Source: an optimization exercise on an open RTL-to-GDS flow (aim: small area and a short achievable clock period). Production flows keep margins and buffers that such runs may drop.
Function was checked by simulation only, so behaviour that the tests miss may differ from the original.
Power is estimated from default activity; no workload was simulated.

<file path="design.v">
module EX (
    input clk,
    input rst_n,
    input en,
    input stage_ID_EX__EX_regwrite,
    input stage_ID_EX__EX_memtoreg,
    input stage_ID_EX__EX_memread,
    input stage_ID_EX__EX_memwrite,
    input stage_ID_EX__EX_alusrc,
    input [1:0] stage_ID_EX__EX_aluop,
    input stage_ID_EX__EX_regdst,
    input stage_ID_EX__EX_sys_en,
    input [31:0]stage_ID_EX__EX_rs_data,
    input [31:0]stage_ID_EX__EX_rt_data,
    input [4:0]stage_ID_EX__EX_rs_id,
    input [4:0]stage_ID_EX__EX_rt_id,
    input [4:0]stage_ID_EX__EX_rd_id,
    input [31:0]stage_ID_EX__EX_sign_ext,
    input [2:0]stage_ID_EX__EX_funct3,
    input sys__EX_done,
    output reg stage_EX_MEM__MEM_regwrite,
    output reg stage_EX_MEM__MEM_memtoreg,
    output reg stage_EX_MEM__MEM_memread,
    output reg stage_EX_MEM__MEM_memwrite,
    output reg [31:0] stage_EX_MEM__MEM_alures,
    output reg [31:0] stage_EX_MEM__MEM_store_data,
    output reg [4:0]  stage_EX_MEM__MEM_rd_id,
    output EX__HDUbr_regwrite,
    output EX__HDU_memread,
    output [4:0] EX__HDU_HDUbr_rd_id,
    output EX_stall_for_sys,
    input  FU__EX_rs_wb,
    input  FU__EX_rs_mem,
    input  FU__EX_rt_wb,
    input  FU__EX_rt_mem,
    input [31:0]  WB__EX_for_help,
    input [31:0]  MEM__EX_for_help
);
wire rs_m = FU__EX_rs_mem;
wire rs_w = ~FU__EX_rs_mem & FU__EX_rs_wb;
wire rs_d = ~FU__EX_rs_mem & ~FU__EX_rs_wb;
wire rt_m = FU__EX_rt_mem;
wire rt_w = ~FU__EX_rt_mem & FU__EX_rt_wb;
wire rt_d = ~FU__EX_rt_mem & ~FU__EX_rt_wb;
wire [31:0] rs = (MEM__EX_for_help & {32{rs_m}}) | (WB__EX_for_help & {32{rs_w}}) |
                 (stage_ID_EX__EX_rs_data & {32{rs_d}});
wire [31:0] rt = (MEM__EX_for_help & {32{rt_m}}) | (WB__EX_for_help & {32{rt_w}}) |
                 (stage_ID_EX__EX_rt_data & {32{rt_d}});
wire [31:0] b  = stage_ID_EX__EX_alusrc ? stage_ID_EX__EX_sign_ext : rt;
wire [4:0] op = {stage_ID_EX__EX_aluop, stage_ID_EX__EX_funct3};
wire op_add = (op == 5'b00000) | (op == 5'b01000);
wire op_sub = (op == 5'b10000);
wire op_sll = (op == 5'b01001);
wire op_srl = (op == 5'b01101);
wire op_sra = (op == 5'b10101);
wire op_xor = (op == 5'b01100);
wire op_or  = (op == 5'b01110);
wire op_and = (op == 5'b01111);
wire ld   = rst_n & en;           
wire s_p  = ld & (op_add | op_sub | op_xor | op_or);
wire s_g  = ld & (op_or | op_and);
wire s_c  = ld & (op_add | op_sub);
wire s_sr = ld & (op_srl | op_sra);
wire s_sl = ld & op_sll;
wire s_h  = rst_n & ~en;          
wire        sub = stage_ID_EX__EX_aluop[1];
wire [31:0] bx  = b ^ {32{sub}};
wire [31:0] p   = rs ^ bx;
wire [31:0] g   = rs & bx;
wire [31:0] G0 = {g[31:1], g[0] | (p[0] & sub)};
wire [31:0] P0 = p;
wire [31:0] G1, P1, G2, P2, G3, P3, G4, P4, G5, P5;
genvar i;
generate
  for (i = 0; i < 32; i = i + 1) begin : up
    if (i % 2 == 1) begin : l1
      assign G1[i] = G0[i] | (P0[i] & G0[i-1]);
      assign P1[i] = P0[i] & P0[i-1];
    end else begin : l1n
      assign G1[i] = G0[i];
      assign P1[i] = P0[i];
    end
    if (i % 4 == 3) begin : l2
      assign G2[i] = G1[i] | (P1[i] & G1[i-2]);
      assign P2[i] = P1[i] & P1[i-2];
    end else begin : l2n
      assign G2[i] = G1[i];
      assign P2[i] = P1[i];
    end
    if (i % 8 == 7) begin : l3
      assign G3[i] = G2[i] | (P2[i] & G2[i-4]);
      assign P3[i] = P2[i] & P2[i-4];
    end else begin : l3n
      assign G3[i] = G2[i];
      assign P3[i] = P2[i];
    end
    if (i % 16 == 15) begin : l4
      assign G4[i] = G3[i] | (P3[i] & G3[i-8]);
      assign P4[i] = P3[i] & P3[i-8];
    end else begin : l4n
      assign G4[i] = G3[i];
      assign P4[i] = P3[i];
    end
    if (i == 31) begin : l5
      assign G5[i] = G4[i] | (P4[i] & G4[i-16]);
      assign P5[i] = P4[i] & P4[i-16];
    end else begin : l5n
      assign G5[i] = G4[i];
      assign P5[i] = P4[i];
    end
  end
endgenerate
wire [31:0] D4, D3, D2, D1;
generate
  for (i = 0; i < 32; i = i + 1) begin : dn
    if (i == 23) begin : d4
      assign D4[i] = G5[i] | (P5[i] & G5[15]);
    end else begin : d4n
      assign D4[i] = G5[i];
    end
    if (i % 8 == 3 && i > 8) begin : d3
      assign D3[i] = D4[i] | (P5[i] & D4[i-4]);
    end else begin : d3n
      assign D3[i] = D4[i];
    end
    if (i % 4 == 1 && i > 4) begin : d2
      assign D2[i] = D3[i] | (P5[i] & D3[i-2]);
    end else begin : d2n
      assign D2[i] = D3[i];
    end
    if (i % 2 == 0 && i > 1) begin : d1
      assign D1[i] = D2[i] | (P0[i] & D2[i-1]);
    end else begin : d1n
      assign D1[i] = D2[i];
    end
  end
endgenerate
wire [31:0] c = {D1[30:0], sub};
wire [31:0] al = (p & {32{s_p}}) ^ ((g & {32{s_g}}) | (c & {32{s_c}}));
wire [31:0] rs_rev;
generate
  for (i = 0; i < 32; i = i + 1) begin : rv
    assign rs_rev[i] = rs[31-i];
  end
endgenerate
wire [31:0] x    = op_sll ? rs_rev : rs;
wire        fill = op_sra & rs[31];
wire [4:0]  sh   = b[4:0];
wire [31:0] x1 = sh[0] ? {fill, x[31:1]}            : x;
wire [31:0] x2 = sh[1] ? {{2{fill}}, x1[31:2]}      : x1;
wire [31:0] x3 = sh[2] ? {{4{fill}}, x2[31:4]}      : x2;
wire [31:0] x4 = sh[3] ? {{8{fill}}, x3[31:8]}      : x3;
wire [31:0] y  = sh[4] ? {{16{fill}}, x4[31:16]}    : x4;
wire [31:0] y_rev;
generate
  for (i = 0; i < 32; i = i + 1) begin : yr
    assign y_rev[i] = y[31-i];
  end
endgenerate
wire [31:0] alu_d = al | (y & {32{s_sr}}) | (y_rev & {32{s_sl}}) |
                    (stage_EX_MEM__MEM_alures & {32{s_h}});
reg curr_state;
assign EX_stall_for_sys = curr_state ? ~sys__EX_done : stage_ID_EX__EX_sys_en;
always @(posedge clk) begin
    curr_state <= rst_n & EX_stall_for_sys;
end
wire [4:0] rd_sel = stage_ID_EX__EX_regdst ? stage_ID_EX__EX_rd_id : stage_ID_EX__EX_rt_id;
always @(posedge clk) begin
    stage_EX_MEM__MEM_alures <= alu_d;
end
always @(posedge clk) begin
    if (!rst_n) begin
        stage_EX_MEM__MEM_regwrite <= 0;
        stage_EX_MEM__MEM_memtoreg <= 0;
        stage_EX_MEM__MEM_memread <= 0;
        stage_EX_MEM__MEM_memwrite <= 0;
        stage_EX_MEM__MEM_store_data <= 0;
        stage_EX_MEM__MEM_rd_id <= 0;
    end else if (en) begin
        stage_EX_MEM__MEM_regwrite <= ~EX_stall_for_sys & stage_ID_EX__EX_regwrite;
        stage_EX_MEM__MEM_memtoreg <= ~EX_stall_for_sys & stage_ID_EX__EX_memtoreg;
        stage_EX_MEM__MEM_memread  <= ~EX_stall_for_sys & stage_ID_EX__EX_memread;
        stage_EX_MEM__MEM_memwrite <= ~EX_stall_for_sys & stage_ID_EX__EX_memwrite;
        stage_EX_MEM__MEM_store_data <= rt;
        stage_EX_MEM__MEM_rd_id      <= rd_sel;
    end
end
assign EX__HDU_HDUbr_rd_id = rd_sel;
assign EX__HDU_memread = stage_ID_EX__EX_memread;
assign EX__HDUbr_regwrite = stage_ID_EX__EX_regwrite;
endmodule
</file>
<file path="flow/run.sh">
#!/bin/bash
# Standard layout with three changes: synthesis maps the logic with its own ABC
# script (flow/synth.tcl, flow/map.abc), ports are buffered with the smallest
# buffer, and CTS adds no dummy loads.
set -o pipefail
export EX_ABC_SCRIPT=$PWD/flow/map.abc
bash standard.sh \
  SYNTH_SCRIPT=$PWD/flow/synth.tcl \
  BUFFER_PORTS_ARGS="-buffer_cell sky130_fd_sc_hd__buf_1" \
  CTS_ARGS="-sink_clustering_enable -repair_clock_nets -dont_use_dummy_load" \
  finish > flow_standard.log 2>&1
</file>
<file path="flow/map.abc">
strash
dch
map -D 2500
topo
stime -c
buffer -c
upsize -c
dnsize -c
</file>
<file path="flow/synth.tcl">
proc synth {args} { yosys synth -nofsm -noshare {*}$args }
proc abc {args} {
  set i [lsearch -exact $args -script]
  if {$i >= 0} { lset args [expr {$i + 1}] $::env(EX_ABC_SCRIPT) }
  yosys abc {*}$args
}
source $::env(SCRIPTS_DIR)/synth.tcl
# left out here: clear keep_hierarchy, flatten, clean up, hide names made inside functions, write 1_2_yosys.v
</file>
<file path="standard.sh">
#!/bin/bash
# synth_recipe.tcl (not shown) runs the flow's synth.tcl, then flattens the netlist and writes it again
# the make line also repeats each setting of config.mk as NAME=value (left out here)
make -C /OpenROAD-flow-scripts/flow DESIGN_CONFIG=/design/flow/config.mk WORK_HOME=/design/flow/orfs CLKGATE_MAP_FILE= SYNTH_SCRIPT=/design/flow/synth_recipe.tcl "${@:-finish}"
</file>
<file path="config.mk">
export PLATFORM = sky130hd
export DESIGN_NAME = EX
export DESIGN_NICKNAME = EX
export VERILOG_FILES = /design/flow/design.v
export SDC_FILE = /design/flow/constraint.sdc
export NUM_CORES = 4
export LEC_CHECK = 0
export ABC_AREA = 1
export CAP_MARGIN = 20
export CORE_MARGIN = 2
export CORE_UTILIZATION = 40
export SETUP_SLACK_MARGIN = 1.5
export SLEW_MARGIN = 20
</file>
<file path="constraint.sdc">
create_clock -name core_clock -period 5.2 [get_ports {clk}]
set_input_delay 1.0400 -clock core_clock [delete_from_list [all_inputs] [get_ports {clk}]]
set_output_delay 1.0400 -clock core_clock [all_outputs]
set_load 0.01 [all_outputs]
</file>
==> results.ini, run 1 <==
[timing]
skew_ns = 0.000298
max_freq_mhz = 243
maxSlewHeadroom_pct = 35.2
setup-tns-final_ns = 0
final.min_clock_period_ns = 4.12
finalMaxSlewViolations = 0
fin_crit_sh_pct = 79.3
hold_viol_final = 0
setup_ws_ns = 1.08
tightest_slew_ns = 0.970
rsz0062_at_grt = true
finalSetupViolCount = 0

[synthesis]
syn_inst = 1325
syn_area_um2 = 7980
synth_cell_types = 49
synth-adder-area-share_pct = 5.02
synth_top_family_by_area = compound AO/OA/AOI/OAI gates
avgSynthCellArea_um2 = 6.02
synth_fp_nets = 1552
yosys.area_share.simple_pct = 24.4
synthMuxAreaShare_pct = 0.878
async_flop_share_pct = 0
synth.yosys.seq_area_share_pct = 18.6
ys.flop_type = dfxtp_1
synth_compound_area_share_pct = 36.6
synth-seq-cells = 74
synth-edff-count = 0
ys_warn_count = 1
synth_xor_xnor_area_share_pct = 3.95

[power]
power_leakage_nw = 4.40
ir_drop_mv = 0.161
p_per_area_nw_per_um2 = 228

[detailed_routing]
detail-route-antenna-nets = 0
wl_per_cell_um = 20.0
drc = 0
drt-vias-per-instance = 5.73
vias = 10728
dr.pass1.iters = 5
drtIter0Drc = 966
wl_mm = 37.4

[floorplanning]
dieHeight_um = 145
die_area_um2 = 21100
start_util_pct = 40.8
io_pins = 276
die_w_um = 145
core_area_um2 = 19500
rows = 51

[placed_design]
dpl_cell_area_um2 = 9300
dp_hpwl_mm = 28.8
io_buffers = 270
preCtsSetupSlack_ns = 0.356
place_congestion = 0.980

[clocking]
ctsHtreeMaxLevel = 3
insertion_delay_ns = 0.35
cts_buffers = 9
path_clk_slew_ns = 0.06
cts_tree = done
cts_root_buf = clkbuf_16
hold_buffers = 0
clk_path_buf_depth = 2
cts_sinks = 74

[worst_setup_path]
cp_data_required_time_ns = 5.42
r2r_start = stage_EX_MEM__MEM_alures[18]
crit_start = FU__EX_rt_mem
cp_max_fo = 13
worstSetupStartpointType = input port
end_kind = flop
timing.setup.critical_path_class = in2reg
crit_arrival_ns = 4.34

[run]
cap_violations = 0

[worst_hold_path]
worstHoldStart = stage_EX_MEM__MEM_store_data[26]
hp-class = reg2reg

[final_layout]
final_util_pct = 54.3
area_growth_pct = 32.8
final_cell_mix = nand2_1 (327), buf_1 (267), inv_1 (118), o21ai_0 (116), o21ai_1 (82)
post-route-cell-area_um2 = 10600
n_fill_cell = 2061
nNetsFinal = 1832
drive_gt1_share_pct = 14.3
layout_commonest_cell = nand2_1

[grt]
grt_pass1_vias = 9974
track_usage_pct = 34.0
globalRoute.totalOverflow = 0
grt_first_pass_wirelength_mm = 56.2
grt_max_degree = 44
grt_antenna_before_repair = 4

[run_status]
status = timing/DRC/antenna clean

-- layout make-up --
type	instances	area [um2]	share of cell area, %
Antenna cell	4	10.0	0.0945
Clock buffer	9	225	2.13
Inverter	132	538	5.08
Multi-Input combinational cell	1033	6150	58.0
Sequential cell	74	1480	14.0
Tap cell	265	332	3.13
Timing Repair Buffer	354	1860	17.5
Timing Repair inverter	1	5.00	0.0472
-- critical path, stage by stage --
cell and delay, ns:
buf_8 0.10, buf_12 0.12, bufbuf_16 0.28, a22oi_1 0.18
a21boi_2 0.21, nand2_1 0.06, o21ai_1 0.12, xor2_1 0.21
ha_1 0.29, a21oi_1 0.16, inv_1 0.08, nand2_1 0.06
o211ai_1 0.12, a31oi_4 0.23, nor2_2 0.08, a31oi_2 0.20
nor2_1 0.07, a221oi_2 0.27, a21oi_1 0.11, a221oi_2 0.21
o211ai_1 0.12
-- path summary, 6_finish.rpt --
| check | endpoint | slack (ns) | cells past startpoint |
|---|---|---|---|
| max | stage_EX_MEM__MEM_alures[19] | 1.08 | 21 |
| max reg2reg | stage_EX_MEM__MEM_alures[18] | 4.28 | 2 |
| min reg2reg | stage_EX_MEM__MEM_store_data[26] | 0.46 | 2 |
| min | stage_EX_MEM__MEM_store_data[26] | 0.46 | 2 |
-- per-stage QoR --
step	hold WS, ns	power (mW)	instances
floorplan	0.492	1.29	1325
global placement	0.439	1.64	1804
detailed placement	0.446	1.64	1804
CTS	0.461	2.28	1842
global route	0.481	2.54	1872
finish	0.460	2.41	1872
-- power by group --
group / total [mW] / internal (mW) / switching [mW]
Combinational: 1.23 / 0.443 / 0.782
Clock: 0.560 / 0.305 / 0.255
Sequential: 0.628 / 0.605 / 0.0230
Total: 2.41 / 1.35 / 1.06
-- sequential cells by signal (all words and copies together) (netlist names) --
register,flops
stage_EX_MEM__MEM_alures,32
stage_EX_MEM__MEM_memwrite,1
curr_state,1
stage_EX_MEM__MEM_rd_id,5
stage_EX_MEM__MEM_memread,1
stage_EX_MEM__MEM_regwrite,1
stage_EX_MEM__MEM_store_data,32
stage_EX_MEM__MEM_memtoreg,1
-- routing by layer --
metal | global-route usage (%) | routed length, um | vias up
met5 | 0 | 0 | -
met4 | 14.7 | 1550 | 0
met3 | 7.20 | 3470 | 95
met2 | 53.7 | 16800 | 616
met1 | 44.6 | 15700 | 4895
li1 | - | - | 5122
-- cell usage after synthesis (3+ instances only) --
| master | number | area share, % |
|---|---|---|
| inv_2 | 10 | 0.47 |
| nor3_1 | 4 | 0.25 |
| dfxtp_1 | 74 | 19 |
| o211ai_1 | 14 | 1.3 |
| nand3_1 | 30 | 1.9 |
| xor2_1 | 33 | 3.6 |
| buf_1 | 12 | 0.56 |
| a211oi_1 | 5 | 0.47 |
| xnor2_1 | 3 | 0.33 |
| nor2_1 | 78 | 3.7 |
| a31oi_1 | 9 | 0.71 |
| o21a_1 | 3 | 0.28 |
| nand2_2 | 5 | 0.39 |
| o22ai_1 | 4 | 0.31 |
| inv_1 | 120 | 5.6 |
| mux2i_1 | 7 | 0.88 |
| clkbuf_1 | 62 | 2.9 |
| a21boi_0 | 19 | 1.8 |
| and2_1 | 9 | 0.71 |
| a21oi_1 | 79 | 5.0 |
| o21ai_0 | 136 | 8.5 |
| or2_2 | 3 | 0.24 |
| a22o_1 | 4 | 0.44 |
| o2111ai_1 | 5 | 0.55 |
| a32o_1 | 4 | 0.50 |
| ha_1 | 32 | 5.0 |
| o221ai_1 | 21 | 2.3 |
| buf_2 | 10 | 0.63 |
| a22oi_1 | 66 | 6.2 |
| a221oi_1 | 15 | 1.6 |
| o21ai_1 | 87 | 5.5 |
| nand2_1 | 337 | 16 |
| nand4_1 | 4 | 0.31 |
-- cell families (layout without fill, tap and decap cells) --
logic type                 Yosys count  in the layout
AOI/OAI and AO/OA                  478            478
xor gates and xnor gates            36             36
adders and majority gates           32             32
buffers and inverters              219            496
DFF                                 74             74
muxes                                7              7
other                                0              4
and+or+nand+nor                    479            480
-- timing repair --
action	in CTS	in global routing
setup endpoints to repair	32	32
buffers inserted	25	24
gates cloned	4	2
resized for setup	71	99
pin swaps	26	24
==> inputs of run 2 (changes only) <==
--- a/design.v
+++ b/design.v
@@ -69,42 +69,18 @@
 wire [31:0] g   = rs & bx;
-wire [31:0] G0 = {g[31:1], g[0] | (p[0] & sub)};
-wire [31:0] P0 = p;
-wire [31:0] G1, P1, G2, P2, G3, P3, G4, P4, G5, P5;
-genvar i;
+wire [31:0] Gs [0:5];
+wire [31:0] Ps [0:5];
+assign Gs[0] = {g[31:1], g[0] | (p[0] & sub)};
+assign Ps[0] = p;
+genvar i, k;
 generate
-  for (i = 0; i < 32; i = i + 1) begin : up
-    if (i % 2 == 1) begin : l1
-      assign G1[i] = G0[i] | (P0[i] & G0[i-1]);
-      assign P1[i] = P0[i] & P0[i-1];
-    end else begin : l1n
-      assign G1[i] = G0[i];
-      assign P1[i] = P0[i];
-    end
-    if (i % 4 == 3) begin : l2
-      assign G2[i] = G1[i] | (P1[i] & G1[i-2]);
-      assign P2[i] = P1[i] & P1[i-2];
-    end else begin : l2n
-      assign G2[i] = G1[i];
-      assign P2[i] = P1[i];
-    end
-    if (i % 8 == 7) begin : l3
-      assign G3[i] = G2[i] | (P2[i] & G2[i-4]);
-      assign P3[i] = P2[i] & P2[i-4];
-    end else begin : l3n
-      assign G3[i] = G2[i];
-      assign P3[i] = P2[i];
-    end
-    if (i % 16 == 15) begin : l4
-      assign G4[i] = G3[i] | (P3[i] & G3[i-8]);
-      assign P4[i] = P3[i] & P3[i-8];
-    end else begin : l4n
-      assign G4[i] = G3[i];
-      assign P4[i] = P3[i];
-    end
-    if (i == 31) begin : l5
-      assign G5[i] = G4[i] | (P4[i] & G4[i-16]);
-      assign P5[i] = P4[i] & P4[i-16];
-    end else begin : l5n
-      assign G5[i] = G4[i];
-      assign P5[i] = P4[i];
+  for (k = 0; k < 5; k = k + 1) begin : lv
+    for (i = 0; i < 32; i = i + 1) begin : bt
+      if ((i >> k) % 2 == 1) begin : nd
+        localparam integer J = ((i >> k) << k) - 1;
+        assign Gs[k+1][i] = Gs[k][i] | (Ps[k][i] & Gs[k][J]);
+        assign Ps[k+1][i] = Ps[k][i] & Ps[k][J];
+      end else begin : pass
+        assign Gs[k+1][i] = Gs[k][i];
+        assign Ps[k+1][i] = Ps[k][i];
+      end
     end
@@ -112,28 +88,3 @@
 endgenerate
-wire [31:0] D4, D3, D2, D1;
-generate
-  for (i = 0; i < 32; i = i + 1) begin : dn
-    if (i == 23) begin : d4
-      assign D4[i] = G5[i] | (P5[i] & G5[15]);
-    end else begin : d4n
-      assign D4[i] = G5[i];
-    end
-    if (i % 8 == 3 && i > 8) begin : d3
-      assign D3[i] = D4[i] | (P5[i] & D4[i-4]);
-    end else begin : d3n
-      assign D3[i] = D4[i];
-    end
-    if (i % 4 == 1 && i > 4) begin : d2
-      assign D2[i] = D3[i] | (P5[i] & D3[i-2]);
-    end else begin : d2n
-      assign D2[i] = D3[i];
-    end
-    if (i % 2 == 0 && i > 1) begin : d1
-      assign D1[i] = D2[i] | (P0[i] & D2[i-1]);
-    end else begin : d1n
-      assign D1[i] = D2[i];
-    end
-  end
-endgenerate
-wire [31:0] c = {D1[30:0], sub};
+wire [31:0] c = {Gs[5][30:0], sub};
 wire [31:0] al = (p & {32{s_p}}) ^ ((g & {32{s_g}}) | (c & {32{s_c}}));
==> flow/run.sh (replaced) <==
#!/bin/bash
# Standard layout, but buffer the ports with the smallest buffer cell.
set -o pipefail
bash standard.sh BUFFER_PORTS_ARGS="-buffer_cell sky130_fd_sc_hd__buf_1" finish > flow_standard.log 2>&1
--- a/config.mk
+++ b/config.mk
@@ -11,3 +11,3 @@
 export CORE_UTILIZATION = 40
-export SETUP_SLACK_MARGIN = 1.5
+export SETUP_SLACK_MARGIN = 2.2
 export SLEW_MARGIN = 20
removed: flow/map.abc
removed: flow/synth.tcl
==> run 2 against run 1 <==
- die area is 13% higher
- combinational power grew 11%
- cell count grew 20%
- count of clock-buffer cells in the layout increased by 1
- synthesized cell count rose by 26%
- first-iteration DRC count up 17%
- global-route usage is 2.1 points higher
- total power grew 14%
- clock power is 35% higher
- clock skew rose by 0.011 ns
- non-clock buffer count up 23
- flip-flop and latch count is the same
==> results.ini, run 2 <==
[run_status]
status = timing/DRC/antenna clean

[timing]
finalSetupViolCount = 0
rsz0062_at_grt = true
setup_ws_ns = 1.72
setup-tns-final_ns = 0
maxSlewHeadroom_pct = 54.3
skew_ns = 0.0111
max_freq_mhz = 287
finalMaxSlewViolations = 0
hold_viol_final = 0
holdWs_ns = 0.462
fin_crit_sh_pct = 66.9
final.min_clock_period_ns = 3.48
tightest_slew_ns = 0.683

[detailed_routing]
detail-route-antenna-nets = 0
dr.pass1.iters = 6
wl_per_cell_um = 19.8
drc = 0
drt-vias-per-instance = 5.65
vias = 12702
drtIter0Drc = 1135
wl_mm = 44.6

[grt]
grt_max_degree = 43
grt_first_pass_wirelength_mm = 66.2
track_usage_pct = 36.1
grt_pass1_vias = 12068
grt_antenna_before_repair = 1
globalRoute.totalOverflow = 0

[placed_design]
io_buffers = 270
dp_hpwl_mm = 33.0
place_congestion = 0.979
preCtsSetupSlack_ns = 0.795

[worst_hold_path]
hp-class = reg2reg

[power]
p_switching_mw = 1.21
p_per_area_nw_per_um2 = 224
clkPwrFrac_pct = 27.5
p_int_mw = 1.54
pwr-share-comb_pct = 49.8
ir_drop_mv = 0.174
power_frac_seq_pct = 22.7
power_leakage_nw = 6.00
power_mw = 2.75
swShare_pct = 44.0

[floorplanning]
io_pins = 276
dieHeight_um = 154
die_area_um2 = 23800
core_area_um2 = 22000
start_util_pct = 41.1
die_w_um = 154
rows = 54

[synthesis]
syn_area_um2 = 9010
synth-edff-count = 0
synth.yosys.seq_area_share_pct = 16.4
yosysMostFrequentCell = nand2_1
synth.largest_area_cell = nand2_1
avgSynthCellArea_um2 = 5.42
syn_inst = 1663
synth_cell_types = 46
synthTopCellsByArea = nand2_1 (30%), dfxtp_1 (16%), nand3_1 (15%)
yosysTopAreaCellShare_pct = 30.1
ys.flop_type = dfxtp_1
synth-seq-cells = 74
synth_common_cells = nand2_1 (723), nand3_1 (275), nor2_1 (80)
async_flop_share_pct = 0
synth_fp_nets = 1890
ys_warn_count = 1

[final_layout]
reg_top3 = stage_EX_MEM__MEM_alures: 32 flops, stage_EX_MEM__MEM_store_data: 32 flops, stage_EX_MEM__MEM_rd_id: 5 flops
nNetsFinal = 2191
final_cell_mix = nand2_1 (679), buf_1 (264), nand3_1 (258), dfxtp_1 (74), nor2_1 (73)
layout_commonest_cell = nand2_1
drive_gt1_share_pct = 17.4
area_growth_pct = 36.2

[clocking]
ctsHtreeMaxLevel = 3
path_clk_slew_ns = 0.07
insertion_delay_ns = 0.36
hold_buffers = 0
cts_buffers = 9
cts_tree = done
cts_sinks = 74
clk_path_buf_depth = 2
cts_root_buf = clkbuf_16

[worst_setup_path]
timing.setup.critical_path_class = in2reg
end_kind = flop
cp_data_required_time_ns = 5.44
cp_max_fo = 7
worstSetupStartpointType = input port
crit_arrival_ns = 3.72

[run]
cap_violations = 0

-- run 2: power by group through the flow --
| stage | Combinational [mW] | Sequential, mW | Clock (mW) |
|---|---|---|---|
| final | 1.37 | 0.624 | 0.757 |
| after global routing | 1.48 | 0.628 | 0.779 |
| after CTS | 1.21 | 0.624 | 0.762 |
| after detailed placement | 1.07 | 0.636 | 0 |
| after global placement | 1.06 | 0.635 | 0 |
| after floorplan | 0.705 | 0.651 | 0 |
-- run 2: layout make-up --
type	instances	area (um2)
fillers	2318	9680
multi-input cells	1409	7520
repair buffers	377	2190
flip-flops and latches	74	1480
inverters	91	387
well taps	280	350
clock buffers	10	239
clock inverters	6	97.6
repair inverters	2	15.0
diodes	1	2.50
-- run 2: cell families after synthesis --
| kind of cell | after synthesis | share of synthesized area, % |
|---|---|---|
| flip-flops | 74 | 16.4 |
| buffers and inverters | 182 | 8.51 |
| adder cells (fa/ha/maj) | 32 | 4.44 |
| XOR/XNOR | 39 | 3.79 |
| AND/OR/NAND/NOR | 1153 | 55.4 |
| AO/OA/AOI/OAI | 183 | 11.4 |
-- run 2: stage by stage --
stage	std cells	cell area (um2)	util (%)
floorplan	1663	9130	-
global placement	2155	10200	46.7
detailed placement	2155	10200	46.7
CTS	2219	11500	52.3
global route	2249	12300	55.9
finish	2250	12300	55.9
-- run 2: critical path: stages --
cell and delay, ns:
buf_8 0.11, nor2_4 0.24, buf_6 0.15, nand2_4 0.05, nand2_4 0.07, a21oi_4 0.04, o21ai_2 0.15, xor2_1 0.16
ha_1 0.28, a21oi_2 0.22, o21bai_4 0.08, a21oi_2 0.17, nor3_2 0.06, o31ai_2 0.29, nand2_4 0.15, buf_12 0.18
nand2_2 0.06, nand2_1 0.04, o21ai_0 0.06, nand3_1 0.09
-- run 2: what timing repair did --
item / in CTS / in global routing
pin swaps: 51 / 55
gates resized for setup: 144 / 124
buffers inserted: 42 / 24
cloned: 6 / 5
setup endpoints to repair: 32 / 32
-- run 2: final timing paths --
path | start | to | slack, ns | cells past startpoint
hold reg to reg | stage_EX_MEM__MEM_store_data[16] | stage_EX_MEM__MEM_store_data[16] | 0.46 | 2
setup reg to reg | curr_state | stage_EX_MEM__MEM_memtoreg | 4.11 | 4
hold / removal | stage_EX_MEM__MEM_store_data[16] | stage_EX_MEM__MEM_store_data[16] | 0.46 | 2
setup / recovery | FU__EX_rt_wb | stage_EX_MEM__MEM_alures[20] | 1.72 | 20
-- run 2: metal layers --
metal  track usage [%]  routed length [um]  vias to the layer above
met5                 0                   0                        -
li1                  -                   -                     6049
met4              20.4                2800                        0
met2              60.7               20700                      622
met1              43.3               17700                     5850
met3              6.54                3420                      181
==> inputs of run 3 (changes only) <==
--- a/config.mk
+++ b/config.mk
@@ -10,4 +10,4 @@
 export CORE_MARGIN = 2
-export CORE_UTILIZATION = 40
-export SETUP_SLACK_MARGIN = 2.2
+export CORE_UTILIZATION = 55
+export SETUP_SLACK_MARGIN = 1.5
 export SLEW_MARGIN = 20
==> run 3 against run 2 <==
- still clean
- cell count fell by 5.7%
- cell area fell by 12%
- core utilization increased by 12 points
- sequential share of layout area grew 1.7 points
- synthesized area did not move
- via count is 0.98% lower
- register-to-register slack is essentially flat
- worst hold slack lost 0.0057 ns
- maximum frequency down 4.3%
- first-iteration DRC count rose by 41%
- total power fell by 12%
- critical endpoint is now stage_EX_MEM__MEM_alures[18]
- largest cell class unchanged
- largest power group unchanged
==> results.ini, run 3 <==
[floorplanning]
start_util_pct = 56.5
dieHeight_um = 132
die_area_um2 = 17400
core_area_um2 = 15900
die_w_um = 132
io_pins = 276
rows = 46

[worst_setup_path]
r2r_start = curr_state
crit_start = FU__EX_rt_wb
end_kind = flop
timing.setup.critical_path_class = in2reg
crit_arrival_ns = 3.87
crit_buf_inv = 5
max_stage_delay_ns = 0.33
slowest_stage = ha_1
cp_data_required_time_ns = 5.44
cp_top_family = compound AO/OA/AOI/OAI gates
cp_max_fo = 8
cp_common_cell = nand2_1
worstSetupStartpointType = input port
crit_chain = clkbuf_4 -> nor2_4 -> buf_12 -> buf_4 -> nand2_1 -> nand2_1 -> a21oi_2 -> o21ai_1 -> xor2_1 -> ha_1 -> inv_1 -> o21bai_1 -> a21oi_2 -> nor3_1 -> o31ai_2 -> nand2_4 -> buf_4 -> nand2_2 -> nand2_1 -> o21ai_0 -> nand3_1

[synthesis]
syn_area_um2 = 9010
synth_fp_nets = 1890
synth_compound_area_share_pct = 11.4
synth_cell_types = 46
yosys.area_share.simple_pct = 55.4
async_flop_share_pct = 0
syn_inst = 1663
synth-edff-count = 0
synth.yosys.seq_area_share_pct = 16.4
synth-adder-area-share_pct = 4.44
synth_top_family_by_area = simple AND/OR/NAND/NOR gates
synth_xor_xnor_area_share_pct = 3.79
yosysTopAreaCellShare_pct = 30.1
synth_common_cells = nand2_1 (723), nand3_1 (275), nor2_1 (80)
ys_warn_count = 1
synth.largest_area_cell = nand2_1
synthTopCellsByArea = nand2_1 (30%), dfxtp_1 (16%), nand3_1 (15%)
ys.flop_type = dfxtp_1
synth-seq-cells = 74
yosysMostFrequentCell = nand2_1
synthMuxAreaShare_pct = 0
avgSynthCellArea_um2 = 5.42

[power]
p_per_area_nw_per_um2 = 224
pwr-share-comb_pct = 46.8
p_int_mw = 1.34
swShare_pct = 44.7
power_leakage_nw = 5.23
ir_drop_mv = 0.175
p_switching_mw = 1.08
clkPwrFrac_pct = 27.3
power_frac_seq_pct = 25.9

[placed_design]
io_buffers = 270
place_congestion = 0.986
dp_hpwl_mm = 30.1
dpl_cell_area_um2 = 10100

[timing]
finalMaxSlewViolations = 0
maxSlewHeadroom_pct = 28.2
fin_crit_sh_pct = 69.9
final.min_clock_period_ns = 3.64
tightest_slew_ns = 1.07
rsz0062_at_grt = false
hold_viol_final = 0
max_freq_mhz = 275
finalSetupViolCount = 0
skew_ns = 0.00750
setup-tns-final_ns = 0

[grt]
track_usage_pct = 43.2
grt_pass1_vias = 11368
grt_antenna_before_repair = 2
globalRoute.totalOverflow = 0
grt_first_pass_wirelength_mm = 59.5
grt_max_degree = 58

[final_layout]
post-route-cell-area_um2 = 10800
nNetsFinal = 2124
area_growth_pct = 19.4
final_cell_mix = nand2_1 (720), nand3_1 (274), buf_1 (264), inv_1 (78), nor2_1 (76)
n_fill_cell = 1568
reg_top3 = stage_EX_MEM__MEM_alures: 32 flops, stage_EX_MEM__MEM_store_data: 32 flops, stage_EX_MEM__MEM_rd_id: 5 flops
layout_commonest_cell = nand2_1
drive_gt1_share_pct = 8.15

[clocking]
insertion_delay_ns = 0.37
cts_buffers = 9
ctsHtreeMaxLevel = 3
path_clk_slew_ns = 0.06
cts_tree = done
cts_sinks = 74
cts_root_buf = clkbuf_16
clk_path_buf_depth = 2
hold_buffers = 0

[detailed_routing]
drt-vias-per-instance = 5.93
dr.pass1.iters = 6
wl_per_cell_um = 18.7
vias = 12578
drc = 0
wl_mm = 39.6
detail-route-antenna-nets = 0
drtIter0Drc = 1596

[worst_hold_path]
worstHoldStart = stage_EX_MEM__MEM_store_data[5]
hp-class = reg2reg

[run_status]
status = timing/DRC/antenna clean

[run]
cap_violations = 0

-- run 3: layer usage --
| metal | GRT usage [%] | wire length (um) |
|---|---|---|
| met1 | 52.0 | 14600 |
| met2 | 69.8 | 17600 |
| met3 | 11.3 | 4790 |
| met4 | 24.9 | 2590 |
| met5 | 0 | 0 |
-- run 3: cell families (layout without fill, tap and decap cells) --
kind of cell    Yosys count  after routing
other cells               0              3
fa+ha+maj                32             32
buf+inv                 182            418
flops                    74             74
simple gates           1153           1156
compound gates          183            183
xor+xnor                 39             39
-- run 3: worst paths after layout --
check                                                  endpoint  slack, ns  depth (start not counted)
worst max-delay path               stage_EX_MEM__MEM_alures[18]       1.56                         21
worst min-delay path            stage_EX_MEM__MEM_store_data[5]       0.46                          2
worst max register to register        stage_EX_MEM__MEM_memread       4.10                          4
worst min register to register  stage_EX_MEM__MEM_store_data[5]       0.46                          2
-- run 3: through the flow --
step                std cells  setup WS (ns)  util (%)  total power, mW  hold slack [ns]
floorplan                1663           1.50         -             1.34            0.492
detailed placement       2080          0.774      63.1             1.67            0.443
global placement         2080          0.782      63.1             1.66            0.438
finish                   2121           1.56      67.5             2.42            0.456
global route             2119           1.46      67.5             2.54            0.469
CTS                      2105           1.51      65.5             2.32            0.458
-- run 3: repair_timing --
item | CTS | global route
resized for setup | 10 | 59
buffers inserted | 7 | 10
endpoints found under the setup margin | 29 | 25
cloned | 2 | 3
pin swaps | 3 | 14
-- run 3: power by group through the flow --
| stage | logic [mW] | registers, mW | clock network [mW] |
|---|---|---|---|
| detailed placement | 1.03 | 0.637 | 0 |
| global placement | 1.02 | 0.637 | 0 |
| floorplan | 0.692 | 0.651 | 0 |
| finish | 1.13 | 0.626 | 0.658 |
| CTS | 1.05 | 0.625 | 0.654 |
| global route | 1.23 | 0.629 | 0.682 |
-- run 3: final cells by class --
class / count / area, um2 / share of cell area [%]
Sequential cell: 74 / 1480 / 13.8
Antenna cell: 3 / 7.51 / 0.0697
Clock inverter: 5 / 63.8 / 0.593
Timing Repair Buffer: 311 / 1420 / 13.2
Tap cell: 216 / 270 / 2.51
Multi-Input combinational cell: 1410 / 6940 / 64.5
Inverter: 91 / 345 / 3.21
Clock buffer: 11 / 233 / 2.16
-- run 3: worst min-delay path, stage by stage (launching register included) --
cell and delay, ns:
dfxtp_1 0.32, nand2_1 0.05, o21ai_0 0.05
==> inputs of run 4 (changes only) <==
--- a/config.mk
+++ b/config.mk
@@ -10,3 +10,3 @@
 export CORE_MARGIN = 2
-export CORE_UTILIZATION = 55
+export CORE_UTILIZATION = 40
 export SETUP_SLACK_MARGIN = 1.5
==> run 4 against run 3 <==
- still clean on timing, DRC and antenna
- sequential share of layout area decreased by 0.19 points
- flip-flop and latch count did not move
- sequential power hardly changed
- synthesized cell count unchanged
- synthesized area unchanged
- count of clock-buffer cells in the layout is the same
- combinational power about the same
- core utilization shrank 18 points
- global-route usage shrank 9.0 points
- non-clock buffer count rose by 5
- clock power is 7.9% higher
- total power increased by 2.9%
- critical path type unchanged
- largest cell class unchanged
- highest routed layer is now met5
==> results.ini, run 4 <==
[power]
p_switching_mw = 1.09
p_per_area_nw_per_um2 = 228
swShare_pct = 43.7
ir_drop_mv = 0.147
power_leakage_nw = 5.27
power_frac_seq_pct = 25.2
p_int_mw = 1.40
clkPwrFrac_pct = 28.6
power_mw = 2.49
pwr-share-comb_pct = 46.3

[final_layout]
drive_gt1_share_pct = 8.39
reg_top3 = stage_EX_MEM__MEM_alures: 32 flops, stage_EX_MEM__MEM_store_data: 32 flops, stage_EX_MEM__MEM_rd_id: 5 flops
n_fill_cell = 2440
n_antenna_cell = 0
nNetsFinal = 2129
stdcell_count = 2186
final_cell_mix = nand2_1 (718), nand3_1 (274), buf_1 (264), inv_1 (77), nor2_1 (76)
post-route-cell-area_um2 = 10900
layout_commonest_cell = nand2_1
area_growth_pct = 21.1

[detailed_routing]
wl_mm = 42.2
drtIter0Drc = 1266
drc = 0
dr.pass1.iters = 6
drt-vias-per-instance = 5.60
detail-route-antenna-nets = 0
wl_per_cell_um = 19.3
vias = 12249

[timing]
finalMaxSlewViolations = 0
max_freq_mhz = 282
setup-tns-final_ns = 0
final.min_clock_period_ns = 3.55
skew_ns = 0.00454
holdWs_ns = 0.460
fin_crit_sh_pct = 68.3
finalSetupViolCount = 0
hold_viol_final = 0
tightest_slew_ns = 1.02
rsz0062_at_grt = false
maxSlewHeadroom_pct = 32.2

[synthesis]
yosysTopAreaCellShare_pct = 30.1
synth_common_cells = nand2_1 (723), nand3_1 (275), nor2_1 (80)
synth-edff-count = 0
ys.flop_type = dfxtp_1
syn_area_um2 = 9010
ys_warn_count = 1
yosysMostFrequentCell = nand2_1
synth_fp_nets = 1890
synth.yosys.seq_area_share_pct = 16.4
syn_inst = 1663
synthMuxAreaShare_pct = 0
synth_xor_xnor_area_share_pct = 3.79
synth.largest_area_cell = nand2_1
async_flop_share_pct = 0
yosys.area_share.simple_pct = 55.4
synth_cell_types = 46
avgSynthCellArea_um2 = 5.42
synthTopCellsByArea = nand2_1 (30%), dfxtp_1 (16%), nand3_1 (15%)
synth-adder-area-share_pct = 4.44
synth_compound_area_share_pct = 11.4
synth_top_family_by_area = simple AND/OR/NAND/NOR gates
synth-seq-cells = 74

[floorplanning]
dieHeight_um = 154
die_area_um2 = 23800
start_util_pct = 41.1
io_pins = 276
die_w_um = 154
core_area_um2 = 22000
rows = 54

[clocking]
cts_buffers = 9
hold_buffers = 0
clk_path_buf_depth = 2
insertion_delay_ns = 0.35
path_clk_slew_ns = 0.06
cts_root_buf = clkbuf_16
cts_sinks = 74
cts_tree = done
ctsHtreeMaxLevel = 3

[worst_hold_path]
hold_depth = 2
worstHoldStart = stage_EX_MEM__MEM_store_data[7]
hp-class = reg2reg

[worst_setup_path]
slowest_stage = o31ai_4
crit_buf_inv = 3
cp_common_cell = a21oi_2
crit_chain = buf_12 -> nor2_4 -> buf_6 -> nand2_2 -> nand2_2 -> a21oi_2 -> o21ai_1 -> xor2_1 -> ha_1 -> a21oi_2 -> o21bai_1 -> a21oi_2 -> nor3_2 -> o31ai_4 -> buf_6 -> nand2_4 -> nand2_1 -> nand2_1 -> o21ai_0 -> nand3_1
cp_top_family = compound AO/OA/AOI/OAI gates
max_stage_delay_ns = 0.30
crit_arrival_ns = 3.78
r2r_cells = 4
worstSetupStartpointType = input port
end_kind = flop
crit_start = FU__EX_rt_mem
r2r_start = curr_state
cp_max_fo = 8
reg2reg_slack_ns = 4.15
cp_data_required_time_ns = 5.43
path_depth = 20
timing.setup.critical_path_class = in2reg

[run_status]
status = timing/DRC/antenna clean

[grt]
globalRoute.totalOverflow = 0
grt_first_pass_wirelength_mm = 63.5
grt_max_degree = 39
grt_antenna_before_repair = 2
track_usage_pct = 34.2
grt_pass1_vias = 11567

[placed_design]
place_congestion = 0.982
dpl_cell_area_um2 = 10200
place_inst = 2149
dp_hpwl_mm = 32.8
io_buffers = 270

[run]
cap_violations = 0

## run 4: worst reg2reg max path, stage by stage, from the launching register on
cell and delay, ns:
dfxtp_1 0.31, inv_1 0.04, o21ai_0 0.21, inv_1 0.15
a32o_1 0.24
## run 4: cell families (layout without fill, tap and decap cells)
family / count (synthesis) / in the layout
adder cells (fa/ha/maj): 32 / 32
flip-flops: 74 / 74
XOR/XNOR: 39 / 39
AO/OA/AOI/OAI: 183 / 183
buffers and inverters: 182 / 422
AND/OR/NAND/NOR: 1153 / 1156
## run 4: cell type report
cell class	instances	area (um2)	share of cell area [%]
Clock inverter	4	76.3	0.699
Multi-Input combinational cell	1410	6950	63.7
Timing Repair Buffer	316	1460	13.4
Sequential cell	74	1480	13.6
Inverter	91	344	3.15
Clock buffer	11	243	2.22
Tap cell	280	350	3.21
## run 4: through the flow
step | util, % | setup slack [ns]
6_report | 49.7 | 1.65
5_1_grt | 49.7 | 1.48
4_1_cts | 48.1 | 1.50
3_5_place_dp | 46.4 | 0.938
3_3_place_gp | 46.4 | 0.985
2_1_floorplan | - | 1.50
## run 4: repair_timing
item / 4_1_cts / 5_1_grt
setup endpoints to repair: 25 / 25
endpoints found under the hold margin: 0 / 0
buffers inserted: 4 / 13
pin swaps: 2 / 23
gates resized for setup: 11 / 72
gates cloned: 1 / 4
## run 4: routing by layer
layer / wire [um] / vias up / track usage (%)
li1: - / 5925 / -
met1: 16900 / 5609 / 41.6
met2: 19800 / 585 / 59.1
met3: 3540 / 128 / 6.68
met4: 1860 / 2 / 14.0
met5: 17 / - / 0
## run 4: final timing paths
path | end
max | stage_EX_MEM__MEM_alures[20]
min | stage_EX_MEM__MEM_store_data[7]
max reg2reg | stage_EX_MEM__MEM_regwrite
min reg2reg | stage_EX_MEM__MEM_store_data[7]
## run 4: power groups by stage
stage	registers, mW	clock network, mW	logic, mW
floorplan	0.651	0	0.692
global placement	0.637	0	1.05
detailed placement	0.638	0	1.06
CTS	0.626	0.713	1.07
global route	0.630	0.735	1.26
finish	0.626	0.710	1.15
==> inputs of run 5 (changes only) <==
--- a/config.mk
+++ b/config.mk
@@ -7,3 +7,2 @@
 export LEC_CHECK = 0
-export ABC_AREA = 1
 export CAP_MARGIN = 20
==> run 5 against run 4 <==
- routed wire length fell by 3.9%
- worst setup slack got worse by 0.63 ns
- combinational power rose by 19%
- first-iteration DRC count fell by 23%
- sequential share of layout area fell by 1.4 points
- maximum frequency fell by 15%
- critical path depth fell by 4
- die area rose by 2.1%
- critical path type unchanged
- critical endpoint is now stage_EX_MEM__MEM_alures[15]
- largest power group unchanged
==> results.ini, run 5 <==
[run_status]
status = timing/DRC/antenna clean

[timing]
max_freq_mhz = 239
setup-tns-final_ns = 0
final.min_clock_period_ns = 4.18
finalSetupViolCount = 0
hold_viol_final = 0
tightest_slew_ns = 1.09
finalMaxSlewViolations = 0
rsz0062_at_grt = true
holdWs_ns = 0.435
fin_crit_sh_pct = 80.5
maxSlewHeadroom_pct = 27.3
setup_ws_ns = 1.02
skew_ns = 0.00840

[grt]
track_usage_pct = 31.9
grt_pass1_vias = 10051
grt_max_degree = 65
grt_first_pass_wirelength_mm = 59.0
grt_antenna_before_repair = 0
globalRoute.totalOverflow = 0

[synthesis]
synth_fp_nets = 1445
ys.flop_type = dfxtp_1
synth.yosys.seq_area_share_pct = 16.1
avgSynthCellArea_um2 = 7.56
yosysMostFrequentCell = mux2i_1
synth.largest_area_cell = dfxtp_1
ys_warn_count = 1
synthTopCellsByArea = dfxtp_1 (16%), mux2i_1 (16%), nand2_1 (5.9%)
synth_cell_types = 68
yosysTopAreaCellShare_pct = 16.1
synth-edff-count = 0
synth_common_cells = mux2i_1 (145), nand2_1 (144), nor2_1 (103)
syn_area_um2 = 9210
synth-seq-cells = 74
async_flop_share_pct = 0
syn_inst = 1218

[placed_design]
preCtsSetupSlack_ns = 0.402
dpl_cell_area_um2 = 10600
place_congestion = 0.956
io_buffers = 270
dp_hpwl_mm = 30.4

[detailed_routing]
wl_mm = 40.5
dr.pass1.iters = 6
drc = 0
drtIter0Drc = 981
wl_per_cell_um = 22.9
detail-route-antenna-nets = 0
drt-vias-per-instance = 6.12
vias = 10827

[power]
power_leakage_nw = 4.72
ir_drop_mv = 0.151
p_per_area_nw_per_um2 = 222

[final_layout]
drive_gt1_share_pct = 18.9
layout_commonest_cell = buf_1
final_cell_mix = buf_1 (263), nand2_1 (144), mux2i_1 (106), nor2_1 (99), dfxtp_1 (74)
area_growth_pct = 32.1
n_antenna_cell = 0
seq_area_um2 = 1480
multi_input_area_um2 = 7960
post-route-cell-area_um2 = 12200
reg_top3 = stage_EX_MEM__MEM_alures: 32 flops, stage_EX_MEM__MEM_store_data: 32 flops, stage_EX_MEM__MEM_rd_id: 5 flops
nNetsFinal = 1706
n_fill_cell = 2160

[floorplanning]
rows = 55
die_area_um2 = 24300
start_util_pct = 40.7
dieHeight_um = 156
core_area_um2 = 22600
io_pins = 276
die_w_um = 156

[worst_setup_path]
crit_arrival_ns = 4.44
worstSetupStartpointType = input port
timing.setup.critical_path_class = in2reg
max_stage_delay_ns = 0.40
crit_chain = clkbuf_16 -> buf_6 -> mux2i_1 -> buf_4 -> a221o_1 -> xnor2_1 -> ha_2 -> a2111o_1 -> a31oi_1 -> a211oi_2 -> a31o_2 -> a32o_2 -> a222oi_1 -> xor2_1 -> a221oi_2 -> o21ai_2
cp_data_required_time_ns = 5.45
cp_max_fo = 6
slowest_stage = a222oi_1
end_kind = flop

[clocking]
path_clk_slew_ns = 0.08
cts_sinks = 74
cts_root_buf = clkbuf_16
clk_path_buf_depth = 2
hold_buffers = 0
ctsHtreeMaxLevel = 3
insertion_delay_ns = 0.37
cts_tree = done
cts_buffers = 9

[run]
cap_violations = 0

[worst_hold_path]
hp-class = reg2reg

==> run 5: changes by cell type after synthesis, moves of 23 or more <==
cell      change
nand2_1     -579
nand3_1     -256
mux2i_1     +145
mux2_2       +47
nor2b_1      +35
nand3_2      -26
mux2_1       +24
a221oi_1     +23
nor2_1       +23
==> run 5: cell type report <==
type / instances / share of cell area, %
tap: 285 / 2.93
inverter: 62 / 1.91
timing repair buffer: 340 / 15.0
sequential: 74 / 12.2
clock buffer: 9 / 1.85
clock inverter: 7 / 0.679
multi-input combinational: 992 / 65.4
==> run 5: timing repair <==
action / in CTS / in global routing
endpoints found under the setup margin: 32 / 32
gates resized for setup: 92 / 78
buffers inserted: 13 / 17
cloned: 3 / 2
pin swaps: 35 / 54
==> run 5: critical path, delay by kind of cell <==
kind	cells	cell delay, ns
compound gates	9	2.30
xor+xnor	2	0.37
mux	1	0.11
buf+inv	3	0.40
fa+ha+maj	1	0.20
==> run 5: routing by layer <==
layer / GRT usage [%] / vias up / wire length [um]
li1: - / 4973 / -
met1: 39.6 / 5137 / 15900
met2: 54.0 / 610 / 19300
met3: 5.92 / 107 / 3430
met4: 13.8 / 0 / 1920
met5: 0 / - / 0
==> run 5: stage by stage <==
stage | instances | util, % | power (mW)
6_report | 1769 | 53.7 | 2.71
5_1_grt | 1769 | 53.7 | 2.82
4_1_cts | 1750 | 51.1 | 2.58
3_5_place_dp | 1718 | 46.7 | 1.79
3_3_place_gp | 1718 | 46.7 | 1.79
2_1_floorplan | 1218 | - | 1.42
==> run 5: cells by family (layout without fill, tap and decap cells) <==
| group | after synthesis | count (layout) | synth area share, % |
|---|---|---|---|
| buf+inv | 152 | 418 | 7.00 |
| flops | 74 | 74 | 16.1 |
| fa+ha+maj | 32 | 32 | 4.35 |
| simple gates | 349 | 349 | 16.8 |
| xor+xnor | 64 | 64 | 6.09 |
| compound gates | 326 | 326 | 24.4 |
| mux | 221 | 221 | 25.3 |
==> run 5: worst paths after layout <==
path                                     start                      endpoint  slack, ns  depth (start not counted)
hold reg to reg   stage_EX_MEM__MEM_alures[10]  stage_EX_MEM__MEM_alures[10]       0.43                          2
hold / removal    stage_EX_MEM__MEM_alures[10]  stage_EX_MEM__MEM_alures[10]       0.43                          2
setup / recovery                  FU__EX_rt_wb  stage_EX_MEM__MEM_alures[15]       1.02                         16
setup reg to reg                    curr_state     stage_EX_MEM__MEM_memread       3.83                          4
==> run 5: power by group <==
part           internal, mW  leakage (nW)  total, mW  switching, mW
Combinational         0.533          3.97       1.37          0.839
Clock                 0.381         0.145      0.706          0.324
Sequential            0.605         0.606      0.628         0.0234
Total                  1.52          4.72       2.71           1.19
==> inputs of run 6 (changes only) <==
--- a/config.mk
+++ b/config.mk
@@ -7,2 +7,3 @@
 export LEC_CHECK = 0
+export ABC_AREA = 1
 export CAP_MARGIN = 20
@@ -12 +13,2 @@
 export SLEW_MARGIN = 20
+export TNS_END_PERCENT = 0
==> run 6 against run 5 <==
- worst hold slack improved by 0.025 ns
- maximum frequency grew 18%
- highest routed layer is now met5
- register-to-register slack improved by 0.32 ns
- sequential power is essentially flat
- first-iteration DRC count rose by 29%
- still clean on timing, DRC and antenna
==> results.ini, run 6 <==
[clocking]
cts_buffers = 9
hold_buffers = 0
cts_root_buf = clkbuf_16
clk_path_buf_depth = 2
cts_sinks = 74
insertion_delay_ns = 0.35
path_clk_slew_ns = 0.06
ctsHtreeMaxLevel = 3
cts_tree = done

[worst_hold_path]
worstHoldStart = stage_EX_MEM__MEM_store_data[7]
holdPathEnd = stage_EX_MEM__MEM_store_data[7]
hold_depth = 2
hp-class = reg2reg

[detailed_routing]
detail-route-antenna-nets = 0
wl_met3_mm = 3.54
dr.pass1.iters = 6
wl_per_cell_um = 19.3
drc = 0
met2WireLength_mm = 19.8
highest_layer = met5
m1WireLength_mm = 16.9
drt-vias-per-instance = 5.60
vias = 12249
wl_mm = 42.2
drtIter0Drc = 1266

[floorplanning]
die_w_um = 154
core_area_um2 = 22000
io_pins = 276
start_util_pct = 41.1
rows = 54
dieHeight_um = 154
die_area_um2 = 23800

[worst_setup_path]
max_stage_delay_ns = 0.30
cp_max_fo = 8
cp_common_cell = a21oi_2
worstReg2RegEnd = stage_EX_MEM__MEM_regwrite
crit_buf_inv = 3
crit_arrival_ns = 3.78
r2r_start = curr_state
timing.setup.critical_path_class = in2reg
worstSetupStartpointType = input port
end_kind = flop
cp_top_family = compound AO/OA/AOI/OAI gates
r2r_cells = 4
reg2reg_slack_ns = 4.15
slowest_stage = o31ai_4
crit_chain = buf_12 -> nor2_4 -> buf_6 -> nand2_2 -> nand2_2 -> a21oi_2 -> o21ai_1 -> xor2_1 -> ha_1 -> a21oi_2 -> o21bai_1 -> a21oi_2 -> nor3_2 -> o31ai_4 -> buf_6 -> nand2_4 -> nand2_1 -> nand2_1 -> o21ai_0 -> nand3_1
cp_data_required_time_ns = 5.43
crit_start = FU__EX_rt_mem

[power]
p_per_area_nw_per_um2 = 228
ir_drop_mv = 0.147
power_leakage_nw = 5.27

[final_layout]
area_growth_pct = 21.1
nNetsFinal = 2129
layout_commonest_cell = nand2_1
n_antenna_cell = 0
final_cell_mix = nand2_1 (718), nand3_1 (274), buf_1 (264), inv_1 (77), nor2_1 (76)
n_fill_cell = 2440
reg_top3 = stage_EX_MEM__MEM_alures: 32 flops, stage_EX_MEM__MEM_store_data: 32 flops, stage_EX_MEM__MEM_rd_id: 5 flops
drive_gt1_share_pct = 8.39
stdcell_count = 2186
post-route-cell-area_um2 = 10900

[placed_design]
place_congestion = 0.982
place_inst = 2149
dp_hpwl_mm = 32.8
io_buffers = 270
dpl_cell_area_um2 = 10200

[run_status]
status = timing/DRC/antenna clean

[timing]
setup-tns-final_ns = 0
maxSlewHeadroom_pct = 32.2
tightest_slew_ns = 1.02
rsz0062_at_grt = false
final.min_clock_period_ns = 3.55
max_freq_mhz = 282
finalSetupViolCount = 0
hold_viol_final = 0
holdWs_ns = 0.460
skew_ns = 0.00454
finalMaxSlewViolations = 0
fin_crit_sh_pct = 68.3

[grt]
globalRoute.totalOverflow = 0
grt_antenna_before_repair = 2
grt_first_pass_wirelength_mm = 63.5
track_usage_pct = 34.2
grt_pass1_vias = 11567
grt_max_degree = 39

[synthesis]
syn_area_um2 = 9010
avgSynthCellArea_um2 = 5.42
ys_warn_count = 1
synth.largest_area_cell = nand2_1
synth-edff-count = 0
synth.yosys.seq_area_share_pct = 16.4
yosysTopAreaCellShare_pct = 30.1
async_flop_share_pct = 0
syn_inst = 1663
synth-seq-cells = 74
yosysMostFrequentCell = nand2_1
synth_fp_nets = 1890
synth_common_cells = nand2_1 (723), nand3_1 (275), nor2_1 (80)
ys.flop_type = dfxtp_1
synthTopCellsByArea = nand2_1 (30%), dfxtp_1 (16%), nand3_1 (15%)
synth_cell_types = 46

[run]
cap_violations = 0

## run 6: changes by cell type after synthesis, sizes merged, moves of 12 or more
cell    before  now
nor2       103   86
inv         62   87
o22ai       23    3
nand4        8   20
nand3       19  301
nand2      144  730
o211ai      18    2
mux2i      149    0
a221oi      25    1
nor2b       35    0
a22oi       18    2
mux2        72    0
xnor2       20    3
o21ai       77   91
## run 6: timing repair
action,4_1_cts,5_1_grt
pin swaps,2,23
endpoints found under the hold margin,0,0
endpoints found under the setup margin,25,25
buffers inserted,4,13
gates cloned,1,4
gates resized for setup,11,72
## run 6: worst max-delay path by stage
stage	to	slack, ns	cells after the start
final	stage_EX_MEM__MEM_alures[20]	1.65	20
after detailed placement	stage_EX_MEM__MEM_alures[26]	0.94	17
after global placement	stage_EX_MEM__MEM_alures[16]	0.99	17
after CTS	stage_EX_MEM__MEM_alures[23]	1.50	19
after floorplan	stage_EX_MEM__MEM_alures[19]	1.50	21
after global routing	stage_EX_MEM__MEM_alures[23]	1.48	16
## run 6: cell families after synthesis
group                      Yosys count  share of synthesized area [%]
and+or+nand+nor                   1153                           55.4
buffers and inverters              182                           8.51
adders and majority gates           32                           4.44
AOI/OAI and AO/OA                  183                           11.4
DFF                                 74                           16.4
xor gates and xnor gates            39                           3.79
## run 6: layer usage
layer  vias up  global-route usage, %
met5         -                      0
met4         2                   14.0
met3       128                   6.68
met2       585                   59.1
met1      5609                   41.6
li1       5925                      -
## run 6: cell type report
type	instances	area [um2]	share of cell area (%)
multi-input combinational	1410	6950	63.7
sequential	74	1480	13.6
timing repair buffer	316	1460	13.4
tap	280	350	3.21
inverter	91	344	3.15
clock buffer	11	243	2.22
clock inverter	4	76.3	0.699
## run 6: through the flow
| stage | power, mW | utilization, % | setup WS [ns] |
|---|---|---|---|
| floorplan | 1.34 | - | 1.50 |
| global placement | 1.69 | 46.4 | 0.985 |
| detailed placement | 1.69 | 46.4 | 0.938 |
| CTS | 2.41 | 48.1 | 1.50 |
| global route | 2.63 | 49.7 | 1.48 |
| finish | 2.49 | 49.7 | 1.65 |
## run 6: power breakdown
group          switching [mW]  total (mW)  internal [mW]
sequential             0.0219       0.626          0.604
combinational           0.786        1.15          0.364
clock                   0.277       0.710          0.433
total                    1.09        2.49           1.40
## run 6: tightest hold or removal path, delay by kind of cell (launching register included)
family,cells,cell delay [ns]
flip-flops,1,0.32
AO/OA/AOI/OAI,1,0.06
AND/OR/NAND/NOR,1,0.05
==> inputs of run 7 (changes only) <==
--- a/config.mk
+++ b/config.mk
@@ -13,2 +13,2 @@
 export SLEW_MARGIN = 20
-export TNS_END_PERCENT = 0
+export TNS_END_PERCENT = 30
==> run 7 against run 6 <==
- worst setup slack is the same
- sequential power is essentially flat
- first-iteration DRC count is the same
- die area is the same
- total power is the same
- highest routed layer unchanged
- flip-flop and latch count is the same
- critical endpoint unchanged
==> results.ini, run 7 <==
[power]
ir_drop_mv = 0.147
pwr-share-comb_pct = 46.3
power_mw = 2.49
swShare_pct = 43.7
p_per_area_nw_per_um2 = 228
clkPwrFrac_pct = 28.6
p_switching_mw = 1.09
power_frac_seq_pct = 25.2
power_leakage_nw = 5.27
p_int_mw = 1.40

[synthesis]
ys.flop_type = dfxtp_1
synth-edff-count = 0
syn_area_um2 = 9010
yosysTopAreaCellShare_pct = 30.1
synth.yosys.seq_area_share_pct = 16.4
synth_cell_types = 46
synth_common_cells = nand2_1 (723), nand3_1 (275), nor2_1 (80)
syn_inst = 1663
synth_fp_nets = 1890
synth-seq-cells = 74
ys_warn_count = 1
yosysMostFrequentCell = nand2_1
synth.largest_area_cell = nand2_1
async_flop_share_pct = 0
synthTopCellsByArea = nand2_1 (30%), dfxtp_1 (16%), nand3_1 (15%)
avgSynthCellArea_um2 = 5.42

[worst_hold_path]
hp-class = reg2reg

[floorplanning]
die_w_um = 154
rows = 54
die_area_um2 = 23800
core_area_um2 = 22000
io_pins = 276
start_util_pct = 41.1
dieHeight_um = 154

[detailed_routing]
wl_per_cell_um = 19.3
wl_mm = 42.2
drc = 0
vias = 12249
dr.pass1.iters = 6
drt-vias-per-instance = 5.60
detail-route-antenna-nets = 0
drtIter0Drc = 1266

[timing]
hold_viol_final = 0
tightest_slew_ns = 1.02
final.min_clock_period_ns = 3.55
maxSlewHeadroom_pct = 32.2
max_freq_mhz = 282
rsz0062_at_grt = false
skew_ns = 0.00454
finalSetupViolCount = 0
setup-tns-final_ns = 0
fin_crit_sh_pct = 68.3
finalMaxSlewViolations = 0

[grt]
grt_pass1_vias = 11567
busiest_layer = met2
use_met3_pct = 6.68
grt_use_met1_pct = 41.6
track_usage_pct = 34.2
grt_antenna_before_repair = 2
grt_max_degree = 39
grt_first_pass_wirelength_mm = 63.5
globalRoute.totalOverflow = 0
grt_util_met2_pct = 59.1

[run]
cap_violations = 0

[clocking]
hold_buffers = 0
path_clk_slew_ns = 0.06
cts_buffers = 9
cts_sinks = 74
ctsHtreeMaxLevel = 3
clk_path_buf_depth = 2
cts_tree = done
cts_root_buf = clkbuf_16
insertion_delay_ns = 0.35

[final_layout]
n_fill_cell = 2440
multi_input_area_um2 = 6950
area_growth_pct = 21.1
post-route-cell-area_um2 = 10900
seq_area_um2 = 1480
reg_top3 = stage_EX_MEM__MEM_alures: 32 flops, stage_EX_MEM__MEM_store_data: 32 flops, stage_EX_MEM__MEM_rd_id: 5 flops
final_cell_mix = nand2_1 (718), nand3_1 (274), buf_1 (264), inv_1 (77), nor2_1 (76)
n_antenna_cell = 0
layout_commonest_cell = nand2_1
drive_gt1_share_pct = 8.39
nNetsFinal = 2129

[worst_setup_path]
worstSetupStartpointType = input port
timing.setup.critical_path_class = in2reg
cp_data_required_time_ns = 5.43
cp_max_fo = 8
crit_buf_inv = 3
slowest_stage = o31ai_4
cp_top_family = compound AO/OA/AOI/OAI gates
crit_arrival_ns = 3.78
crit_chain = buf_12 -> nor2_4 -> buf_6 -> nand2_2 -> nand2_2 -> a21oi_2 -> o21ai_1 -> xor2_1 -> ha_1 -> a21oi_2 -> o21bai_1 -> a21oi_2 -> nor3_2 -> o31ai_4 -> buf_6 -> nand2_4 -> nand2_1 -> nand2_1 -> o21ai_0 -> nand3_1
max_stage_delay_ns = 0.30
end_kind = flop
cp_common_cell = a21oi_2

[placed_design]
dpl_cell_area_um2 = 10200
dp_hpwl_mm = 32.8
io_buffers = 270
place_congestion = 0.982

[run_status]
status = timing/DRC/antenna clean

## run 7: cell counts after synthesis
No cell type changed its count.
## run 7: cells by family (layout without fill, tap and decap cells)
| kind of cell | Yosys count | count (layout) | synth area share [%] |
|---|---|---|---|
| and+or+nand+nor | 1153 | 1156 | 55.4 |
| xor gates and xnor gates | 39 | 39 | 3.79 |
| buffers and inverters | 182 | 422 | 8.51 |
| DFF | 74 | 74 | 16.4 |
| AOI/OAI and AO/OA | 183 | 183 | 11.4 |
| adders and majority gates | 32 | 32 | 4.44 |
## run 7: stage by stage
step | std cells | hold slack (ns) | utilization, % | setup WS (ns)
3_3_place_gp | 2149 | 0.438 | 46.4 | 0.985
2_1_floorplan | 1663 | 0.492 | - | 1.50
6_report | 2186 | 0.460 | 49.7 | 1.65
5_1_grt | 2186 | 0.475 | 49.7 | 1.48
3_5_place_dp | 2149 | 0.443 | 46.4 | 0.938
4_1_cts | 2169 | 0.460 | 48.1 | 1.50
## run 7: layer usage
| metal | up-vias | wire, um |
|---|---|---|
| li1 | 5925 | - |
| met1 | 5609 | 16900 |
| met2 | 585 | 19800 |
| met3 | 128 | 3540 |
| met4 | 2 | 1860 |
| met5 | - | 17 |
## run 7: layout make-up
type	instances	share of cell area [%]
clock buffers	11	2.22
well taps	280	3.21
flip-flops and latches	74	13.6
inverters	91	3.15
clock inverters	4	0.699
repair buffers	316	13.4
multi-input cells	1410	63.7
## run 7: what timing repair did
item                       4_1_cts  5_1_grt
setup endpoints to repair       25       25
gates resized for setup         11       72
gates cloned                     1        4
pin swaps                        2       23
setup buffers                    4       13
## run 7: power by group through the flow
stage	Combinational (mW)	Clock (mW)	Sequential, mW
floorplan	0.692	0	0.651
global placement	1.05	0	0.637
detailed placement	1.06	0	0.638
CTS	1.07	0.713	0.626
global route	1.26	0.735	0.630
finish	1.15	0.710	0.626
## run 7: tightest hold or removal path, delay by kind of cell (launching register included)
| kind | cells | cell delay, ns |
|---|---|---|
| flip-flops | 1 | 0.32 |
| AO/OA/AOI/OAI | 1 | 0.06 |
| AND/OR/NAND/NOR | 1 | 0.05 |
## run 7: worst paths after layout
check / slack [ns] / to / cells after the start / start
worst max-delay path: 1.65 / stage_EX_MEM__MEM_alures[20] / 20 / FU__EX_rt_mem
worst min-delay path: 0.46 / stage_EX_MEM__MEM_store_data[7] / 2 / stage_EX_MEM__MEM_store_data[7]
worst max register to register: 4.15 / stage_EX_MEM__MEM_regwrite / 4 / curr_state
worst min register to register: 0.46 / stage_EX_MEM__MEM_store_data[7] / 2 / stage_EX_MEM__MEM_store_data[7]

==> afterwards: timing with drivers on the ports <==
How much do the figures lean on ideal ports? The routed layouts below were timed once more, with nothing changed but the port constraints.
Step 1: set_driving_cell puts a clkbuf_16 on clk and a buf_2 on each other input, an assumption about the parent block.
Step 2 moves the port delays by t, midway between the first and last clock arrival at a register: inputs arrive t later, outputs are due t later. That takes back most of the time a late clock gives input paths.
Slacks: ideal / step 1 / step 2; pairs: ideal / step 1.
run | shift t [ns] | setup WS [ns] | hold WS [ns] | worst setup path at the end
run 1 | 0.393 | 1.078 / 1.079 / 0.687 | 0.460 / 0.460 / 0.460 | input to register
run 2 | 0.405 | 1.720 / 1.726 / 1.320 | 0.462 / 0.462 / 0.462 | input to register
run 3 | 0.408 | 1.565 / 1.589 / 1.180 | 0.456 / 0.456 / 0.456 | input to register
run 4 | 0.397 | 1.648 / 1.635 / 1.238 | 0.460 / 0.460 / 0.460 | input to register
run 5 | 0.415 | 1.015 / 1.024 / 0.609 | 0.435 / 0.435 / 0.435 | input to register
run 6 | 0.397 | 1.648 / 1.635 / 1.238 | 0.460 / 0.460 / 0.460 | input to register
run 7 | 0.397 | 1.648 / 1.635 / 1.238 | 0.460 / 0.460 / 0.460 | input to register
After both steps every run listed still meets setup and hold.
